This design comes from an exercise in tuning for small area on the open sky130 flow, not from production work. RTL that was checked went through simulation tests only; none was proved equivalent to the original. Power and IR drop assume default switching activity.

==> inputs of v8 <==
==> flow/design.v <==
`timescale 1 ns / 1 ns
module alu_avr (
   input  wire [7:0] alu_data_r_in,
   input  wire [7:0] alu_data_d_in,
   input  wire       alu_c_flag_in,
   input  wire       alu_z_flag_in,
   input  wire       idc_add,
   input  wire       idc_adc,
   input  wire       idc_adiw,
   input  wire       idc_sub,
   input  wire       idc_subi,
   input  wire       idc_sbc,
   input  wire       idc_sbci,
   input  wire       idc_sbiw,
   input  wire       adiw_st,
   input  wire       sbiw_st,
   input  wire       idc_and,
   input  wire       idc_andi,
   input  wire       idc_or,
   input  wire       idc_ori,
   input  wire       idc_eor,
   input  wire       idc_com,
   input  wire       idc_neg,
   input  wire       idc_inc,
   input  wire       idc_dec,
   input  wire       idc_cp,
   input  wire       idc_cpc,
   input  wire       idc_cpi,
   input  wire       idc_cpse,
   input  wire       idc_lsr,
   input  wire       idc_ror,
   input  wire       idc_asr,
   input  wire       idc_swap,
   output wire [7:0] alu_data_out,
   output wire       alu_c_flag_out,
   output wire       alu_z_flag_out,
   output wire       alu_n_flag_out,
   output wire       alu_v_flag_out,
   output wire       alu_s_flag_out,
   output wire       alu_h_flag_out
);
   wire [7:0] x = alu_data_d_in;
   wire [7:0] y = alu_data_r_in;
   wire op_subr  = idc_sub | idc_subi | idc_sbc | idc_sbci | idc_sbiw | sbiw_st |
                   idc_cp | idc_cpc | idc_cpi | idc_cpse;
   wire op_hflag = idc_add | idc_adc | idc_sub | idc_subi | idc_sbc | idc_sbci |
                   idc_cp | idc_cpc | idc_cpi | idc_neg;
   wire op_vflag = idc_add | idc_adc | idc_sub | idc_subi | idc_sbc | idc_sbci |
                   adiw_st | sbiw_st | idc_cp | idc_cpi | idc_cpc |
                   idc_neg | idc_inc | idc_dec;
   wire op_cflag = idc_add | idc_adc | idc_adiw | adiw_st | idc_sub | idc_subi |
                   idc_sbc | idc_sbci | idc_sbiw | sbiw_st | idc_cp | idc_cpc |
                   idc_cpi | idc_neg;
   wire op_adder = op_cflag | idc_cpse | idc_inc | idc_dec | idc_com;
   wire op_cin   = idc_adc | adiw_st | idc_sbc | idc_sbci | sbiw_st | idc_cpc;
   wire op_zkeep = adiw_st | sbiw_st | idc_cpc | idc_sbc | idc_sbci;
   wire op_shift = idc_lsr | idc_ror | idc_asr;
   wire op_and   = idc_and | idc_andi;
   wire op_or    = idc_or | idc_ori;
   wire inv_a  = idc_neg | idc_com;             
   wire inv_b  = op_subr | idc_dec;             
   wire borrow = op_subr | idc_neg;             
   wire ci     = ((alu_c_flag_in & op_cin) ^ op_subr) | idc_neg | idc_inc;
   wire [7:0] a   = x ^ {8{inv_a}};
   wire [7:0] b   = y ^ {8{inv_b}};
   wire [7:0] gen = a & b;
   wire [7:0] prp = a ^ b;
   wire [7:0] c;                                 
   assign c[0] = gen[0] | (prp[0] & ci);
   genvar k;
   generate
      for (k = 1; k < 8; k = k + 1) begin : cy
         assign c[k] = gen[k] | (prp[k] & c[k-1]);
      end
   endgenerate
   wire [7:0] sum = prp ^ {c[6:0], ci};
   wire       v_add = (a[7] ~^ b[7]) & (sum[7] ^ a[7]);
   wire [7:0] shr = {(idc_ror & alu_c_flag_in) | (idc_asr & x[7]), x[7:1]};
   wire [7:0] res = (sum & {8{op_adder}}) |
                    (gen & {8{op_and}}) |
                    ((gen | prp) & {8{op_or}}) |
                    (prp & {8{idc_eor}}) |
                    (shr & {8{op_shift}}) |
                    ({x[3:0], x[7:4]} & {8{idc_swap}});
   wire zero = ~(|res);
   assign alu_data_out   = res;
   assign alu_n_flag_out = res[7];
   assign alu_z_flag_out = zero & (~op_zkeep | alu_z_flag_in);
   assign alu_h_flag_out = (c[3] ^ borrow) & op_hflag;
   assign alu_c_flag_out = ((c[7] ^ borrow) & op_cflag) | (x[0] & op_shift) | idc_com;
   assign alu_v_flag_out = (v_add & op_vflag) | ((res[7] ^ x[0]) & op_shift);
   assign alu_s_flag_out = alu_n_flag_out ^ alu_v_flag_out;
endmodule  
`timescale 1 ns / 1 ns
module reg_file (
   input  wire       cp2,
   input  wire       cp2en,
   input  wire       ireset,
   input  wire [7:0] reg_rd_in,
   input  wire [4:0] reg_rd_adr,
   input  wire       reg_rd_wr,
   output wire [7:0] reg_rd_out,
   input  wire [4:0] reg_rr_adr,
   input  wire       rr_en,
   output wire [7:0] reg_rr_out
);
   reg  [255:0] gprf;
   reg  [31:0]  valid;
   wire [31:0]  we, rd_sel, rr_sel;
   rf_dec     wr_dec (.adr(reg_rd_adr), .en(cp2en & reg_rd_wr), .sel(we));
   rf_dec_vld rd_dec (.adr(reg_rd_adr), .en(1'b1),  .vld(valid), .sel(rd_sel));
   rf_dec_vld rr_dec (.adr(reg_rr_adr), .en(rr_en), .vld(valid), .sel(rr_sel));
   rf_rd_mux  rd_mux (.data(gprf), .sel(rd_sel), .q(reg_rd_out));
   rf_rd_mux  rr_mux (.data(gprf), .sel(rr_sel), .q(reg_rr_out));
   genvar g;
   generate
      for (g = 0; g < 32; g = g + 1) begin : gpr
         always @(posedge cp2 or negedge ireset)
            if (!ireset)
               valid[g] <= 1'b0;
            else if (we[g])
               valid[g] <= 1'b1;
         always @(posedge cp2)
            if (we[g])
               gprf[g*8 +: 8] <= reg_rd_in;
      end
   endgenerate
endmodule  
module rf_dec (
   input  wire [4:0]  adr,
   input  wire        en,
   output wire [31:0] sel
);
   genvar g;
   generate
      for (g = 0; g < 32; g = g + 1) begin : d
         assign sel[g] = en & (adr == g);
      end
   endgenerate
endmodule  
module rf_dec_vld (
   input  wire [4:0]  adr,
   input  wire        en,
   input  wire [31:0] vld,
   output wire [31:0] sel
);
   genvar g;
   generate
      for (g = 0; g < 32; g = g + 1) begin : d
         assign sel[g] = en & vld[g] & (adr == g);
      end
   endgenerate
endmodule  
module rf_rd_mux (
   input  wire [255:0] data,
   input  wire [31:0]  sel,
   output reg  [7:0]   q
);
   always @(*) begin : ao
      integer i;
      q = 8'h00;
      for (i = 0; i < 32; i = i + 1)
         q = q | (data[i*8 +: 8] & {8{sel[i]}});
   end
endmodule  
`timescale 1 ns / 1 ns
module io_reg_file (
   input  wire       cp2,
   input  wire       cp2en,
   input  wire       ireset,
   input  wire [7:0] sreg_fl_in,
   input  wire [7:0] sreg_fl_wr_en,
   output reg  [7:0] sreg_out
);
   genvar g;
   generate
      for (g = 0; g < 8; g = g + 1) begin : fl
         always @(posedge cp2 or negedge ireset)
            if (!ireset)
               sreg_out[g] <= 1'b0;
            else if (cp2en && sreg_fl_wr_en[g])
               sreg_out[g] <= sreg_fl_in[g];
      end
   endgenerate
endmodule  
`timescale 1 ns / 1 ns
module AluREG (
   input  wire       cp2,
   input  wire       cp2en,
   input  wire       ireset,
   input  wire [4:0] reg_rd_adr,
   input  wire [4:0] reg_rr_adr,
   input  wire       reg_rd_wr,
   input  wire [7:0] sreg_fl_wr_en,
   input  wire       idc_add,
   input  wire       idc_adc,
   input  wire       idc_adiw,
   input  wire       idc_sub,
   input  wire       idc_subi,
   input  wire       idc_sbc,
   input  wire       idc_sbci,
   input  wire       idc_sbiw,
   input  wire       adiw_st,
   input  wire       sbiw_st,
   input  wire       idc_and,
   input  wire       idc_andi,
   input  wire       idc_or,
   input  wire       idc_ori,
   input  wire       idc_eor,
   input  wire       idc_com,
   input  wire       idc_neg,
   input  wire       idc_inc,
   input  wire       idc_dec,
   input  wire       idc_cp,
   input  wire       idc_cpc,
   input  wire       idc_cpi,
   input  wire       idc_cpse,
   input  wire       idc_lsr,
   input  wire       idc_ror,
   input  wire       idc_asr,
   input  wire       idc_swap,
   input  wire       mc,
   input  wire       mz,
   output wire [7:0] alu_data_out,
   output wire [7:0] sreg_out
);
   wire [7:0] reg_rd_out;
   wire [7:0] reg_rr_out;
   wire       alu_c_flag_out;
   wire       alu_z_flag_out;
   wire       alu_n_flag_out;
   wire       alu_v_flag_out;
   wire       alu_s_flag_out;
   wire       alu_h_flag_out;
   wire       rr_en = ~(idc_neg | idc_com | idc_inc | idc_dec);
   reg_file GPRF_Inst (
      .cp2        (cp2),
      .cp2en      (cp2en),
      .ireset     (ireset),
      .reg_rd_in  (alu_data_out),
      .reg_rd_adr (reg_rd_adr),
      .reg_rd_wr  (reg_rd_wr),
      .reg_rd_out (reg_rd_out),
      .reg_rr_adr (reg_rr_adr),
      .rr_en      (rr_en),
      .reg_rr_out (reg_rr_out));
   io_reg_file IORegs_Inst (
      .cp2           (cp2),
      .cp2en         (cp2en),
      .ireset        (ireset),
      .sreg_fl_in    ({mz, mc, alu_h_flag_out, alu_s_flag_out, alu_v_flag_out,
                       alu_n_flag_out, alu_z_flag_out, alu_c_flag_out}),
      .sreg_fl_wr_en (sreg_fl_wr_en),
      .sreg_out      (sreg_out));
   alu_avr ALU_Inst (
      .alu_data_r_in  (reg_rr_out),
      .alu_data_d_in  (reg_rd_out),
      .alu_c_flag_in  (sreg_out[0]),
      .alu_z_flag_in  (sreg_out[1]),
      .idc_add        (idc_add),
      .idc_adc        (idc_adc),
      .idc_adiw       (idc_adiw),
      .idc_sub        (idc_sub),
      .idc_subi       (idc_subi),
      .idc_sbc        (idc_sbc),
      .idc_sbci       (idc_sbci),
      .idc_sbiw       (idc_sbiw),
      .adiw_st        (adiw_st),
      .sbiw_st        (sbiw_st),
      .idc_and        (idc_and),
      .idc_andi       (idc_andi),
      .idc_or         (idc_or),
      .idc_ori        (idc_ori),
      .idc_eor        (idc_eor),
      .idc_com        (idc_com),
      .idc_neg        (idc_neg),
      .idc_inc        (idc_inc),
      .idc_dec        (idc_dec),
      .idc_cp         (idc_cp),
      .idc_cpc        (idc_cpc),
      .idc_cpi        (idc_cpi),
      .idc_cpse       (idc_cpse),
      .idc_lsr        (idc_lsr),
      .idc_ror        (idc_ror),
      .idc_asr        (idc_asr),
      .idc_swap       (idc_swap),
      .alu_data_out   (alu_data_out),
      .alu_c_flag_out (alu_c_flag_out),
      .alu_z_flag_out (alu_z_flag_out),
      .alu_n_flag_out (alu_n_flag_out),
      .alu_v_flag_out (alu_v_flag_out),
      .alu_s_flag_out (alu_s_flag_out),
      .alu_h_flag_out (alu_h_flag_out));
endmodule  
==> flow/run.sh <==
#!/bin/bash
# synth_recipe.tcl (not shown) runs the flow's synth.tcl, then flattens the netlist and writes it again
# the make line also repeats each setting of config.mk as NAME=value (left out here)
make -C /OpenROAD-flow-scripts/flow DESIGN_CONFIG=/design/flow/config.mk WORK_HOME=/design/flow/orfs CLKGATE_MAP_FILE= SYNTH_SCRIPT=/design/flow/synth_recipe.tcl finish
==> flow/config.mk <==
export PLATFORM = sky130hd
export DESIGN_NAME = AluREG
export DESIGN_NICKNAME = AluREG
export VERILOG_FILES = /design/flow/design.v
export SDC_FILE = /design/flow/constraint.sdc
export NUM_CORES = 4
export LEC_CHECK = 0
export CAP_MARGIN = 20
export CORE_MARGIN = 2
export CORE_UTILIZATION = 50
export CTS_BUF_LIST = sky130_fd_sc_hd__clkbuf_4
export SETUP_SLACK_MARGIN = 0
export SLEW_MARGIN = 20
export SYNTH_HIERARCHICAL = 1
==> flow/constraint.sdc <==
create_clock -name core_clock -period 7.2 [get_ports {cp2}]
set_input_delay 1.4400 -clock core_clock [delete_from_list [all_inputs] [get_ports {cp2}]]
set_output_delay 1.4400 -clock core_clock [all_outputs]
set_load 0.01 [all_outputs]
==> v23 (differences from v8) <==
==> flow/design.v, changed modules only <==
module alu_avr (
   input  wire [7:0] alu_data_r_in,
   input  wire [7:0] alu_data_d_in,
   input  wire       alu_c_flag_in,
   input  wire       alu_z_flag_in,
   input  wire       idc_add,
   input  wire       idc_adc,
   input  wire       idc_adiw,
   input  wire       idc_sub,
   input  wire       idc_subi,
   input  wire       idc_sbc,
   input  wire       idc_sbci,
   input  wire       idc_sbiw,
   input  wire       adiw_st,
   input  wire       sbiw_st,
   input  wire       idc_and,
   input  wire       idc_andi,
   input  wire       idc_or,
   input  wire       idc_ori,
   input  wire       idc_eor,
   input  wire       idc_com,
   input  wire       idc_neg,
   input  wire       idc_inc,
   input  wire       idc_dec,
   input  wire       idc_cp,
   input  wire       idc_cpc,
   input  wire       idc_cpi,
   input  wire       idc_cpse,
   input  wire       idc_lsr,
   input  wire       idc_ror,
   input  wire       idc_asr,
   input  wire       idc_swap,
   output wire [7:0] alu_data_out,
   output wire       alu_c_flag_out,
   output wire       alu_z_flag_out,
   output wire       alu_n_flag_out,
   output wire       alu_v_flag_out,
   output wire       alu_s_flag_out,
   output wire       alu_h_flag_out
);
   wire [7:0] x = alu_data_d_in;
   wire [7:0] y = alu_data_r_in;
   wire op_subr  = idc_sub | idc_subi | idc_sbc | idc_sbci | idc_sbiw | sbiw_st |
                   idc_cp | idc_cpc | idc_cpi | idc_cpse;
   wire op_hflag = idc_add | idc_adc | idc_sub | idc_subi | idc_sbc | idc_sbci |
                   idc_cp | idc_cpc | idc_cpi | idc_neg;
   wire op_vflag = idc_add | idc_adc | idc_sub | idc_subi | idc_sbc | idc_sbci |
                   adiw_st | sbiw_st | idc_cp | idc_cpi | idc_cpc |
                   idc_neg | idc_inc | idc_dec;
   wire op_cflag = idc_add | idc_adc | idc_adiw | adiw_st | idc_sub | idc_subi |
                   idc_sbc | idc_sbci | idc_sbiw | sbiw_st | idc_cp | idc_cpc |
                   idc_cpi | idc_neg;
   wire op_adder = op_cflag | idc_cpse | idc_inc | idc_dec | idc_com;
   wire op_cin   = idc_adc | adiw_st | idc_sbc | idc_sbci | sbiw_st | idc_cpc;
   wire op_zkeep = adiw_st | sbiw_st | idc_cpc | idc_sbc | idc_sbci;
   wire op_shift = idc_lsr | idc_ror | idc_asr;
   wire op_and   = idc_and | idc_andi;
   wire op_or    = idc_or | idc_ori;
   wire inv_a  = idc_neg | idc_com;             
   wire inv_b  = op_subr | idc_dec;             
   wire borrow = op_subr | idc_neg;             
   wire ci     = ((alu_c_flag_in & op_cin) ^ op_subr) | idc_neg | idc_inc;
   wire [7:0] a   = x ^ {8{inv_a}};
   wire [7:0] b   = y ^ {8{inv_b}};
   wire [7:0] gen, prp, c;                       
   alu_pg  u_pg  (.a(a), .b(b), .g(gen), .p(prp));
   alu_cla u_cla (.g(gen), .p(prp), .ci(ci), .c(c));
   wire [7:0] sum = prp ^ {c[6:0], ci};
   wire       v_add = (a[7] ~^ b[7]) & (sum[7] ^ a[7]);
   wire [7:0] shr = {(idc_ror & alu_c_flag_in) | (idc_asr & x[7]), x[7:1]};
   wire [7:0] res = (sum & {8{op_adder}}) |
                    (gen & {8{op_and}}) |
                    ((gen | prp) & {8{op_or}}) |
                    (prp & {8{idc_eor}}) |
                    (shr & {8{op_shift}}) |
                    ({x[3:0], x[7:4]} & {8{idc_swap}});
   wire zero = ~(|res);
   assign alu_data_out   = res;
   assign alu_n_flag_out = res[7];
   assign alu_z_flag_out = zero & (~op_zkeep | alu_z_flag_in);
   assign alu_h_flag_out = (c[3] ^ borrow) & op_hflag;
   assign alu_c_flag_out = ((c[7] ^ borrow) & op_cflag) | (x[0] & op_shift) | idc_com;
   assign alu_v_flag_out = (v_add & op_vflag) | ((res[7] ^ x[0]) & op_shift);
   assign alu_s_flag_out = alu_n_flag_out ^ alu_v_flag_out;
endmodule  
module alu_pg (
   input  wire [7:0] a,
   input  wire [7:0] b,
   output wire [7:0] g,
   output wire [7:0] p
);
   assign g = a & b;
   assign p = a ^ b;
endmodule  
module alu_cla (
   input  wire [7:0] g,
   input  wire [7:0] p,
   input  wire       ci,
   output wire [7:0] c
);
   wire [7:0] g0 = {g[7:1], g[0] | (p[0] & ci)};
   wire [7:0] g1 = g0 | ({p[7:1], 1'b0} & {g0[6:0], 1'b0});
   wire [7:0] p1 = {p[7:1] & p[6:0], p[0]};
   wire [7:0] g2 = g1 | ({p1[7:2], 2'b0} & {g1[5:0], 2'b0});
   wire [7:0] p2 = {p1[7:2] & p1[5:0], p1[1:0]};
   assign c = g2 | ({p2[7:4], 4'b0} & {g2[3:0], 4'b0});
endmodule  
module reg_file (
   input  wire       cp2,
   input  wire       cp2en,
   input  wire       ireset,
   input  wire [7:0] reg_rd_in,
   input  wire [4:0] reg_rd_adr,
   input  wire       reg_rd_wr,
   output wire [7:0] reg_rd_out,
   input  wire [4:0] reg_rr_adr,
   input  wire       rr_en,
   output wire [7:0] reg_rr_out
);
   reg  [255:0] gprf;
   reg  [31:0]  valid;
   wire [31:0]  we, rd_sel, rr_sel;
   wire [3:0] rd_lo, rd_lo_n, rr_lo;
   wire [7:0] rd_hi, wr_hi_n, rr_hi;
   rf_pre2    rd_pre_lo  (.a(reg_rd_adr[1:0]), .y(rd_lo));
   rf_pre2_n  rd_pre_lon (.a(reg_rd_adr[1:0]), .y_n(rd_lo_n));
   rf_pre3    rd_pre_hi  (.a(reg_rd_adr[4:2]), .y(rd_hi));
   rf_pre3e_n wr_pre_hin (.a(reg_rd_adr[4:2]), .en(cp2en & reg_rd_wr), .y_n(wr_hi_n));
   rf_pre2    rr_pre_lo  (.a(reg_rr_adr[1:0]), .y(rr_lo));
   rf_pre3e   rr_pre_hi  (.a(reg_rr_adr[4:2]), .en(rr_en), .y(rr_hi));
   rf_rd_mux  rd_mux (.data(gprf), .sel(rd_sel), .q(reg_rd_out));
   rf_rd_mux  rr_mux (.data(gprf), .sel(rr_sel), .q(reg_rr_out));
   genvar g;
   generate
      for (g = 0; g < 32; g = g + 1) begin : gpr
         rf_nor2 we_g (.a(rd_lo_n[g % 4]), .b(wr_hi_n[g / 4]), .y(we[g]));
         rf_and3 rd_g (.a(rd_lo[g % 4]), .b(rd_hi[g / 4]), .c(valid[g]), .y(rd_sel[g]));
         rf_and3 rr_g (.a(rr_lo[g % 4]), .b(rr_hi[g / 4]), .c(valid[g]), .y(rr_sel[g]));
         always @(posedge cp2 or negedge ireset)
            if (!ireset)
               valid[g] <= 1'b0;
            else if (we[g])
               valid[g] <= 1'b1;
         always @(posedge cp2)
            if (we[g])
               gprf[g*8 +: 8] <= reg_rd_in;
      end
   endgenerate
endmodule  
module rf_pre2 (input wire [1:0] a, output wire [3:0] y);
   assign y = {a[1] & a[0], a[1] & ~a[0], ~a[1] & a[0], ~a[1] & ~a[0]};
endmodule
module rf_pre2_n (input wire [1:0] a, output wire [3:0] y_n);
   assign y_n = ~{a[1] & a[0], a[1] & ~a[0], ~a[1] & a[0], ~a[1] & ~a[0]};
endmodule
module rf_pre3 (input wire [2:0] a, output wire [7:0] y);
   genvar k;
   generate
      for (k = 0; k < 8; k = k + 1) begin : d
         assign y[k] = (a == k);
      end
   endgenerate
endmodule
module rf_pre3e (input wire [2:0] a, input wire en, output wire [7:0] y);
   genvar k;
   generate
      for (k = 0; k < 8; k = k + 1) begin : d
         assign y[k] = en & (a == k);
      end
   endgenerate
endmodule
module rf_pre3e_n (input wire [2:0] a, input wire en, output wire [7:0] y_n);
   genvar k;
   generate
      for (k = 0; k < 8; k = k + 1) begin : d
         assign y_n[k] = ~(en & (a == k));
      end
   endgenerate
endmodule
module rf_rd_mux (
   input  wire [255:0] data,
   input  wire [31:0]  sel,
   output wire [7:0]   q
);
   genvar b, k;
   generate
      for (b = 0; b < 8; b = b + 1) begin : bit_
         wire [10:0] t;
         wire [2:0]  p;
         for (k = 0; k < 10; k = k + 1) begin : ao3
            rf_a222oi u (.a1(data[(3*k)*8+b]),   .a2(sel[3*k]),
                         .b1(data[(3*k+1)*8+b]), .b2(sel[3*k+1]),
                         .c1(data[(3*k+2)*8+b]), .c2(sel[3*k+2]), .y(t[k]));
         end
         rf_a22oi  u30 (.a1(data[30*8+b]), .a2(sel[30]), .b1(data[31*8+b]), .b2(sel[31]), .y(t[10]));
         rf_nand4  n0  (.a(t[0]), .b(t[1]), .c(t[2]), .d(t[3]), .y(p[0]));
         rf_nand4  n1  (.a(t[4]), .b(t[5]), .c(t[6]), .d(t[7]), .y(p[1]));
         rf_nand3  n2  (.a(t[8]), .b(t[9]), .c(t[10]), .y(p[2]));
         rf_or3    o   (.a(p[0]), .b(p[1]), .c(p[2]), .y(q[b]));
      end
   endgenerate
endmodule  
module rf_a222oi (input wire a1, a2, b1, b2, c1, c2, output wire y);
   assign y = ~((a1 & a2) | (b1 & b2) | (c1 & c2));
endmodule
module rf_a22oi (input wire a1, a2, b1, b2, output wire y);
   assign y = ~((a1 & a2) | (b1 & b2));
endmodule
module rf_nand4 (input wire a, b, c, d, output wire y);
   assign y = ~(a & b & c & d);
endmodule
module rf_nand3 (input wire a, b, c, output wire y);
   assign y = ~(a & b & c);
endmodule
module rf_or3 (input wire a, b, c, output wire y);
   assign y = a | b | c;
endmodule
module rf_and3 (input wire a, b, c, output wire y);
   assign y = a & b & c;
endmodule
module rf_nor2 (input wire a, b, output wire y);
   assign y = ~(a | b);
endmodule
// module rf_dec removed
// module rf_dec_vld removed
==> flow/flow/run.sh (new file) <==
#!/bin/bash
# Standard ORFS layout (standard.sh) with two changes:
#  - ports are buffered with buf_2 instead of the default delay-cell buffer;
#  - clock tree synthesis without dummy loads.
# make's full output goes to run_make.log in the work folder; ORFS writes each
# step's log under orfs/logs/.
set -euo pipefail
bash standard.sh \
  "BUFFER_PORTS_ARGS=-buffer_cell sky130_fd_sc_hd__buf_2" \
  "CTS_ARGS=-sink_clustering_enable -repair_clock_nets -dont_use_dummy_load -sink_clustering_size 20 -sink_clustering_max_diameter 80 -buf_list sky130_fd_sc_hd__clkbuf_16" \
  finish > run_make.log 2>&1
==> flow/standard.sh (new file) <==
#!/bin/bash
# synth_recipe.tcl (not shown) runs the flow's synth.tcl, then flattens the netlist and writes it again
# the make line also repeats each setting of config.mk as NAME=value (left out here)
make -C /OpenROAD-flow-scripts/flow DESIGN_CONFIG=/design/flow/config.mk WORK_HOME=/design/flow/orfs CLKGATE_MAP_FILE= SYNTH_SCRIPT=/design/flow/synth_recipe.tcl "${@:-finish}"
--- a/flow/config.mk
+++ b/flow/config.mk
@@ -9,6 +9,8 @@
 export CORE_MARGIN = 2
 export CORE_UTILIZATION = 50
-export CTS_BUF_LIST = sky130_fd_sc_hd__clkbuf_4
-export SETUP_SLACK_MARGIN = 0
+export CTS_BUF_LIST = sky130_fd_sc_hd__clkbuf_16
+export CTS_CLUSTER_DIAMETER = 80
+export CTS_CLUSTER_SIZE = 20
+export SETUP_SLACK_MARGIN = 0.1
 export SLEW_MARGIN = 20
 export SYNTH_HIERARCHICAL = 1
removed: flow/run.sh
==> summary of the runs <==
- v23 finished clean. v8 completed and failed the layout checks on negative setup slack.
- In sequential cell count, v8 and v23 do not differ.
- In v8 the count of clock-buffer cells in the layout is higher than in v23, by 92.
- Against v8, the non-clock buffer count of v23 is lower by 147.
- Between v8 and v23, the lower via count is in v23 (gap 8.5%, measured against v23).
- In v23 the power is lower than in v8, by about 5%.
- Of v23 and v8, v23 has the higher sequential share of layout area (gap 9.2 points).
- Of v8 and v23, v23 has the higher first-iteration DRC count (gap 46%, measured against v23).
- Combinational power: v23 is larger than v8 (about 90%).
- Between v8 and v23, the lower worst hold slack is in v8 (gap 0.0056 ns).
No functional check of the RTL was part of v8.

## static timing again, ports no longer ideal
How much do the figures lean on ideal ports? The routed layouts below were timed once more, with nothing changed but the port constraints. Step 1 assumes that a clkbuf_16 drives the clock port and a buf_2 every other input. Step 2 also shifts input and output timing later by t, the mid clock arrival at the registers, as if the neighbouring blocks saw the same clock. Slacks: ideal ports / drivers / drivers and shift; pairs: ideal ports / drivers.
run | t (ns) | slack for setup (ns) | hold slack, ns
v8 | 0.758 | -1.037 / -1.065 / -1.065 | 0.475 / 0.475 / 0.475
v23 | 0.564 | 0.132 / 0.109 / 0.109 | 0.481 / 0.481 / 0.481
For v8, which loses most, drivers alone change the setup slack by -0.028 ns; drivers and shift together by -0.028 ns.
